This design comes from an exercise in tuning for small area, a short achievable clock period and few clock cycles per item on the open sky130 flow, not from production work. The RTL was checked by simulation tests, not by an equivalence proof against the original design. Power and IR drop assume default switching activity.

// fpadd
module fpadd (
    clk, reset, start,
    a, b,
    sum,
    done
);
export LEC_CHECK = 0
export ABC_AREA = 1
export CAP_MARGIN = 20
export CORE_MARGIN = 2
export CORE_UTILIZATION = 65
export PLACE_DENSITY = 0.8
export SETUP_SLACK_MARGIN = 0.5
export SLEW_MARGIN = 20
create_clock -name core_clock -period 8.0 [get_ports {clk}]
standard.sh (not shown) runs the stock make flow with config.mk's settings and CLKGATE_MAP_FILE= SYNTH_SCRIPT=/design/flow/synth_recipe.tcl, a recipe that flattens the netlist after the stock synthesis.
==> flow/flow/run.sh <==
#!/bin/bash
# The standard layout, with two changes:
# - Yosys's full/half-adder extraction is turned off (ADDER_MAP_FILE empty) so
#   that ABC maps the adders and comparators as plain gates. Synthesis is
#   otherwise the standard one, so the registers keep the standard
#   synthesis's names and cell types.
# - every input and output port still gets a buffer, but a plain buf_2 rather
#   than the default pick (a slow delay buffer).
set -euo pipefail
bash standard.sh ADDER_MAP_FILE= "BUFFER_PORTS_ARGS=-buffer_cell sky130_fd_sc_hd__buf_2" finish > make_finish.log 2>&1
The starting point passed the timing, DRC and antenna checks.
Testbench counts at the start, summed over its fixed seeds: cycles 2,408, items 2,400.
Then changed:
--- a/flow/config.mk
+++ b/flow/config.mk
@@ -11,4 +11,4 @@
 export CORE_UTILIZATION = 65
 export PLACE_DENSITY = 0.8
-export SETUP_SLACK_MARGIN = 0.5
+export SETUP_SLACK_MARGIN = 1.0
 export SLEW_MARGIN = 20
The changed run went through all stages and came out clean.
Design area goes up by roughly a tenth.
Clock-buffer cell count does not change.
Sequential share of layout area fell by 1.1 points.
Routed wire length increases by about a fifth.
Die area stays the same.
Register-to-register slack is about the same.
Total power rose by about a fifth.
Global-route usage grows by 0.27 points.
Setup slack gets worse by 0.067 ns.
Synthesized cell count stays the same.

========
run 1:
Another version of the RTL of fpadd (not shown whole).
Size in the first run: roughly 2100 cells after synthesis, roughly 100 I/O pins, roughly 10000 µm² of cells after synthesis.
==> flow/design.v (excerpt) <==
module fpadd (
    clk, reset, start,
    a, b,
    sum,
    done
);
    input clk, reset, start;
    input [31:0] a, b;
    output [31:0] sum;
    output done;
    reg        done;
    reg [31:0] sum;
    wire [31:0] res;
    fpadd_comb u_comb (.a(a), .b(b), .y(res));
    always @(posedge clk) begin
        if (reset)
            done <= 1'b0;
        else if (start)
            done <= 1'b1;
        if (start)
            sum <= res;
    end
endmodule
export LEC_CHECK = 0
export ABC_AREA = 1
export CAP_MARGIN = 20
export CORE_MARGIN = 2
export CORE_UTILIZATION = 65
export PLACE_DENSITY = 0.8
export SLEW_MARGIN = 20
create_clock -name core_clock -period 8.0 [get_ports {clk}]
==> flow/flow/run.sh <==
#!/bin/bash
# The standard layout, with Yosys's full/half-adder extraction turned off
# (ADDER_MAP_FILE empty) so that ABC maps the adders and comparators as plain
# gates. Synthesis is otherwise the standard one, so the registers keep the
# standard synthesis's names and cell types.
set -euo pipefail
bash standard.sh ADDER_MAP_FILE= finish > make_finish.log 2>&1
Run 1: PASS, flow complete, no timing, DRC or antenna violations
Testbench counts of run 1, summed over its fixed seeds: cycles 2,408, items 2,400.
The inputs of run 2 differ from those of run 1 as listed below.
Settings: an added SETUP_SLACK_MARGIN of 1.5.
==> flow/flow/run.sh <==
#!/bin/bash
# The standard layout, with two changes:
# - Yosys's full/half-adder extraction is turned off (ADDER_MAP_FILE empty) so
#   that ABC maps the adders and comparators as plain gates. Synthesis is
#   otherwise the standard one, so the registers keep the standard
#   synthesis's names and cell types.
# - every input and output port still gets a buffer, but a plain buf_2 rather
#   than the default pick (a slow delay buffer).
set -euo pipefail
bash standard.sh ADDER_MAP_FILE= "BUFFER_PORTS_ARGS=-buffer_cell sky130_fd_sc_hd__buf_2" finish > make_finish.log 2>&1
[summary]
- Run 2: GRT-0232 in 5_1_grt -> run aborted
- Number of gates resized after cts (run 2 over run 1): increase, 270
- Run 2 does better than run 1 on post-DP HPWL.
- Compared with run 1, in run 2 post-CTS setup-driven buffer insertion count climbed 79, compound-cell area share of the yosys netlist barely changed.
--- input diff run 2..run 3 ---
Settings: clearing SETUP_SLACK_MARGIN, which used to be 1.5.
[summary]
Run 3 has completed all stages; timing, DRC and antenna checks passed. Post-cts gate resize count ends up higher on run 2. Compared with run 2, in run 3 synthesized cell count roughly the same; HPWL after detailed placement roughly the same; area after synthesis roughly the same; cell count after placement roughly the same. Share of the yosys chip area belonging to registers across run 3 and run 2: no real change. [compare] base=run 2 new=run 3: number of synthesized register bits flat; post-CTS setup-driven buffer insertion count down 79.
What run 4 does differently from run 3 at the input level:
Settings: CORE_UTILIZATION now 40, was 65; PLACE_DENSITY now 0.6, was 0.8.
==> flow/flow/run.sh <==
#!/bin/bash
# The standard layout, with Yosys's full/half-adder extraction turned off
# (ADDER_MAP_FILE empty) so that ABC maps the adders and comparators as plain
# gates. Synthesis is otherwise the standard one, so the registers keep the
# standard synthesis's names and cell types.
set -euo pipefail
bash standard.sh ADDER_MAP_FILE= finish > make_finish.log 2>&1
## What came out
- Run 4 vs run 3 — design area rose about 18%.
- Sort run 4 and run 3 by instance count after placement with tap cells included asc -> top: run 3
- The share of power burned in the clock network in run 4 sits 0.9 points below the value recorded for run 3.
- Final cycle utilization of the critical path: run 4 vs run 3, no meaningful difference
- [compare] base=run 3 new=run 4: first-iteration DRC count has decreased, power per unit of standard cell area has decreased, post-route worst setup slack has increased.
- Diff run 3 -> run 4: share of power burned in combinational logic went up by 2.0 points; non-clock buffer count now larger; achievable frequency was more or less identical.

========
run A:
The RTL this note starts from:
==> flow/design.v <==
module fpadd (
    clk, reset, start,
    a, b,
    sum,
    done
);
    input clk, reset, start;
    input [31:0] a, b;
    output [31:0] sum;
    output done;
    reg        done;
    wire [24:0] R_d;
    wire [7:0]  eL_d;
    wire        sL_d;
    reg  [24:0] R_q;
    reg  [7:0]  eL_q;
    reg         sL_q;
    fpadd_front u_front (.a(a), .b(b), .R(R_d), .eL(eL_d), .sL(sL_d));
    fpadd_back  u_back  (.R(R_q), .eL(eL_q), .sL(sL_q), .y(sum));
    always @(posedge clk) begin
        if (reset)
            done <= 1'b0;
        else if (start)
            done <= 1'b1;
        if (start) begin
            R_q    <= R_d;
            eL_q   <= eL_d;
            sL_q   <= sL_d;
        end
    end
endmodule
module pfx_add #(parameter W = 24) (
    input  [W-1:0] x,
    input  [W-1:0] y,
    input          cin,
    output [W-1:0] s,
    output         cout
);
    localparam L = (W >= 32) ? 6 : (W >= 16) ? 5 : (W >= 8) ? 4 : (W >= 4) ? 3 : (W >= 2) ? 2 : 1;
    wire [W:0] g [0:L];
    wire [W:0] p [0:L];
    assign g[0] = {x & y, cin};
    assign p[0] = {x ^ y, 1'b0};
    genvar l, i;
    generate
        for (l = 0; l < L; l = l + 1) begin : lev
            for (i = 0; i <= W; i = i + 1) begin : bt
                if ((i >> l) & 1) begin : comb
                    localparam integer J = ((i >> l) << l) - 1;
                    assign g[l+1][i] = g[l][i] | (p[l][i] & g[l][J]);
                    assign p[l+1][i] = p[l][i] & p[l][J];
                end else begin : pass
                    assign g[l+1][i] = g[l][i];
                    assign p[l+1][i] = p[l][i];
                end
            end
        end
    endgenerate
    assign s    = p[0][W:1] ^ g[L][W-1:0];
    assign cout = g[L][W];
endmodule
module lzc32 (
    input  [31:0] x,
    output [4:0]  cnt,
    output        nz
);
    wire [15:0] v1;
    wire [15:0] c1;
    genvar i;
    generate
        for (i = 0; i < 16; i = i + 1) begin : l1
            assign v1[i] = x[2*i+1] | x[2*i];
            assign c1[i] = ~x[2*i+1];
        end
    endgenerate
    wire [7:0]  v2;
    wire [15:0] c2;
    generate
        for (i = 0; i < 8; i = i + 1) begin : l2
            assign v2[i] = v1[2*i+1] | v1[2*i];
            assign c2[2*i+1:2*i] = v1[2*i+1] ? {1'b0, c1[2*i+1]} : {1'b1, c1[2*i]};
        end
    endgenerate
    wire [3:0]  v3;
    wire [11:0] c3;
    generate
        for (i = 0; i < 4; i = i + 1) begin : l3
            assign v3[i] = v2[2*i+1] | v2[2*i];
            assign c3[3*i+2:3*i] = v2[2*i+1] ? {1'b0, c2[4*i+3:4*i+2]} : {1'b1, c2[4*i+1:4*i]};
        end
    endgenerate
    wire [1:0]  v4;
    wire [7:0]  c4;
    generate
        for (i = 0; i < 2; i = i + 1) begin : l4
            assign v4[i] = v3[2*i+1] | v3[2*i];
            assign c4[4*i+3:4*i] = v3[2*i+1] ? {1'b0, c3[6*i+5:6*i+3]} : {1'b1, c3[6*i+2:6*i]};
        end
    endgenerate
    assign nz  = v4[1] | v4[0];
    assign cnt = v4[1] ? {1'b0, c4[7:4]} : {1'b1, c4[3:0]};
endmodule
module fpadd_front (
    input  [31:0] a,
    input  [31:0] b,
    output [24:0] R,
    output [7:0]  eL,
    output        sL
);
    wire [7:0]  ea = a[30:23];
    wire [7:0]  eb = b[30:23];
    wire        sa = a[31];
    wire        sb = b[31];
    wire        a_inf  = &ea;
    wire        b_inf  = &eb;
    wire        a_zero = ~|a[30:0];
    wire        b_zero = ~|b[30:0];
    wire        pick_a = a_inf | (~b_inf & b_zero);
    wire        pick_b = ~a_inf & (b_inf | (~b_zero & a_zero));
    wire        pick   = pick_a | pick_b;
    wire [7:0]  dab, dba;
    wire        a_ge, b_ge;
    pfx_add #(8) u_dab (.x(ea), .y(~eb), .cin(1'b1), .s(dab), .cout(a_ge));
    pfx_add #(8) u_dba (.x(eb), .y(~ea), .cin(1'b1), .s(dba), .cout(b_ge));
    wire [30:0] c_unused;
    wire        mag_ge;
    pfx_add #(31) u_cmp (.x(a[30:0]), .y(~b[30:0]), .cin(1'b1), .s(c_unused), .cout(mag_ge));
    wire        swap = pick ? pick_b : ~mag_ge;    
    wire [7:0]  d    = mag_ge ? dab : dba;
    wire        sub  = (sa ^ sb) & ~pick;
    wire [23:0] Ml = swap ? {1'b1, b[22:0]} : {1'b1, a[22:0]};
    wire [23:0] Ms = swap ? {1'b1, a[22:0]} : {1'b1, b[22:0]};
    assign      sL = swap ? sb : sa;
    wire        sS = swap ? sa : sb;
    assign      eL = swap ? eb : ea;
    wire        big = |d[7:5];                     
    wire        kill = big | pick;
    wire [23:0] r4  = d[4] ? {16'd0, Ms[23:16]} : Ms;
    wire        k4  = d[4] & (|Ms[15:0]);
    wire [23:0] r3  = d[3] ? {8'd0, r4[23:8]} : r4;
    wire        k3  = d[3] & (|r4[7:0]);
    wire [23:0] r2  = d[2] ? {4'd0, r3[23:4]} : r3;
    wire        k2  = d[2] & (|r3[3:0]);
    wire [23:0] r1  = d[1] ? {2'd0, r2[23:2]} : r2;
    wire        k1  = d[1] & (|r2[1:0]);
    wire [23:0] Fs  = d[0] ? {1'd0, r1[23:1]} : r1;
    wire        k0  = d[0] & r1[0];
    wire        st_f = big | k4 | k3 | k2 | k1 | k0;
    wire [23:0] F   = kill ? 24'd0 : Fs;
    wire        c   = sS & ~pick & st_f;
    wire [24:0] Fx  = sub ? ~{1'b0, F} : {1'b0, F};
    wire        R_co;
    pfx_add #(25) u_add (.x({1'b0, Ml}), .y(Fx), .cin(sub ^ c), .s(R), .cout(R_co));
endmodule
module fpadd_back (
    input  [24:0] R,
    input  [7:0]  eL,
    input         sL,
    output [31:0] y
);
    wire [4:0]  lz;
    wire        nz;
    lzc32 u_lzc (.x({R, 7'd0}), .cnt(lz), .nz(nz));
    wire [24:0] s1  = lz[4] ? {R[8:0], 16'd0} : R;
    wire [24:0] s2  = lz[3] ? {s1[16:0], 8'd0} : s1;
    wire [24:0] s3  = lz[2] ? {s2[20:0], 4'd0} : s2;
    wire [24:0] s4  = lz[1] ? {s3[22:0], 2'd0} : s3;
    wire [22:0] m   = lz[0] ? s4[22:0] : s4[23:1];
    wire [7:0]  e   = eL + 8'd1 - {3'd0, lz};
    assign y = nz ? {sL, e, m} : 32'd0;
endmodule
export LEC_CHECK = 0
export ABC_AREA = 0
export CAP_MARGIN = 20
export CORE_MARGIN = 2
export CORE_UTILIZATION = 60
export PLACE_DENSITY = 0.75
export SETUP_SLACK_MARGIN = 2.5
export SLEW_MARGIN = 20
create_clock -name core_clock -period 8.0 [get_ports {clk}]
==> flow/flow/run.sh <==
#!/bin/bash
# The standard layout, with two changes:
# - Yosys's full/half-adder extraction is turned off (ADDER_MAP_FILE empty) so
#   that ABC maps the adders and comparators as plain gates. Synthesis is
#   otherwise the standard one, so the registers keep the standard
#   synthesis's names and cell types.
# - every input and output port still gets a buffer, but a plain buf_1 rather
#   than the default pick (a slow delay buffer).
set -euo pipefail
bash standard.sh ADDER_MAP_FILE= "BUFFER_PORTS_ARGS=-buffer_cell sky130_fd_sc_hd__buf_1" finish > make_finish.log 2>&1
Testbench counts of run A, summed over its fixed seeds: cycles 2,408, items 2,400.
### run A -> run B
Settings: a change of ABC_AREA from 0 to 1; a change of SETUP_SLACK_MARGIN from 2.5 to 2.0.
==> flow/run.sh (new file) <==
#!/bin/bash
# synth_recipe.tcl (not shown) runs the flow's synth.tcl, then flattens the netlist and writes it again
# the make line also repeats each setting of config.mk as NAME=value (left out here)
make -C /OpenROAD-flow-scripts/flow DESIGN_CONFIG=/design/flow/config.mk WORK_HOME=/design/flow/orfs CLKGATE_MAP_FILE= SYNTH_SCRIPT=/design/flow/synth_recipe.tcl finish
removed: flow/flow/run.sh
removed: flow/standard.sh
[summary]
- Cmp run B vs run A: sequential share of layout area higher in run B
- Diff run A and run B: setup slack higher in run B
- In run B the signed area change from the synthesized netlist to the final layout turned out 3.5 points higher than in run A.
- Register cell area after layout: run B vs run A, no meaningful difference
- Cell area after layout delta (run B − run A): favourable
- Wire length shrinks by a little under 10% when moving from run A to run B.
- Cmp run A and run B / required time reported for the critical path endpoint / lower: run A
diff inputs: run B => run C
Settings: SETUP_SLACK_MARGIN now 3.0, was 2.0.
==> flow/flow/run.sh (new file) <==
#!/bin/bash
# The standard layout, with two changes:
# - Yosys's full/half-adder extraction is turned off (ADDER_MAP_FILE empty) so
#   that ABC maps the adders and comparators as plain gates. Synthesis is
#   otherwise the standard one, so the registers keep the standard
#   synthesis's names and cell types.
# - every input and output port still gets a buffer, but a plain buf_2 rather
#   than the default pick (a slow delay buffer).
set -euo pipefail
bash standard.sh ADDER_MAP_FILE= "BUFFER_PORTS_ARGS=-buffer_cell sky130_fd_sc_hd__buf_2" finish > make_finish.log 2>&1
==> flow/standard.sh (new file) <==
#!/bin/bash
# synth_recipe.tcl (not shown) runs the flow's synth.tcl, then flattens the netlist and writes it again
# the make line also repeats each setting of config.mk as NAME=value (left out here)
make -C /OpenROAD-flow-scripts/flow DESIGN_CONFIG=/design/flow/config.mk WORK_HOME=/design/flow/orfs CLKGATE_MAP_FILE= SYNTH_SCRIPT=/design/flow/synth_recipe.tcl "${@:-finish}"
removed: flow/run.sh
### Flow results
- Run C: it failed with a tool error in global routing, so there are no final results.
- Run B → run C: multiplexer fraction of the synthesized cell area fell 0.39 points; setup fix buffers added after clock tree synthesis rose 4.0%.
- On cell count after placement, the higher figure sits with run C, not run B.
For run D, these inputs were changed with respect to run C:
Settings: swapping 3.0 for 2.5 in SETUP_SLACK_MARGIN.
--- a/flow/flow/run.sh
+++ b/flow/flow/run.sh
@@ -7 +7 @@
-# - every input and output port still gets a buffer, but a plain buf_2 rather
+# - every input and output port still gets a buffer, but a plain buf_1 rather
@@ -10 +10 @@
-bash standard.sh ADDER_MAP_FILE= "BUFFER_PORTS_ARGS=-buffer_cell sky130_fd_sc_hd__buf_2" finish > make_finish.log 2>&1
+bash standard.sh ADDER_MAP_FILE= "BUFFER_PORTS_ARGS=-buffer_cell sky130_fd_sc_hd__buf_1" finish > make_finish.log 2>&1
--- outcome ---
- Diff run C..run D | number of instances in the placed design | unchanged
- As far as CTS buffer count goes, run C and run D are indistinguishable; the numbers are identical.
- Number of unique standard cell types used by synthesis came out exactly the same in run D and run C.
- Run D vs run C: HPWL reported at the end of detailed placement down slightly
- Both conditions hold for run D: the flow ran to the end and the final layout passed the timing, DRC and antenna checks.
- Diff run C..run D | area fraction in and, or, nand and nor cells after synthesis | unchanged
- From run D to run C, area after synthesis did not move at all.
- On synthesized cell count, run D and run C are neck and neck.
- Compared with run C, in run D number of buffers added for setup after CTS now smaller, area of placed instances now smaller.

[static timing again, ports no longer ideal]
The flow's constraints put no driver on any port. The routed layouts listed below were extracted and timed again, unchanged, in two steps. Step 1 (the two cells are an assumption about what drives the block):
set clk [get_ports {clk}]
set_driving_cell -lib_cell sky130_fd_sc_hd__clkbuf_16 $clk
set_driving_cell -lib_cell sky130_fd_sc_hd__buf_2 [delete_from_list [all_inputs] $clk]
Step 2 times the ports against the registers' clock, not the clock port: input delays grow and output delays shrink by t, the midpoint of the rising clock arrivals with the driver on. Three values: ideal, step 1, step 2; two values: the first two.
run	t, ns	setup slack, ns	clock arrival spread, ns
the first run of note 1	0.325	0.884 / 0.905 / 0.580	0.007 / 0.007
the second run of note 1	0.339	0.817 / 0.841 / 0.502	0.010 / 0.010
run 1	0.321	0.238 / 0.246 / -0.075	0.005 / 0.005
run 3	0.322	0.363 / 0.380 / 0.058	0.004 / 0.004
run 4	0.321	0.374 / 0.378 / 0.058	0.009 / 0.009
run A	0.310	0.619 / 0.629 / 0.318	0.008 / 0.009
run B	0.340	1.313 / 1.318 / 0.978	0.009 / 0.008
run D	0.309	2.718 / 2.723 / 2.415	0.007 / 0.007
Met with ideal ports but missed after step 2: setup timing in run 1. The setup slack of run B, which loses most, moves by +0.005 ns with the drivers and by -0.335 ns with both steps.
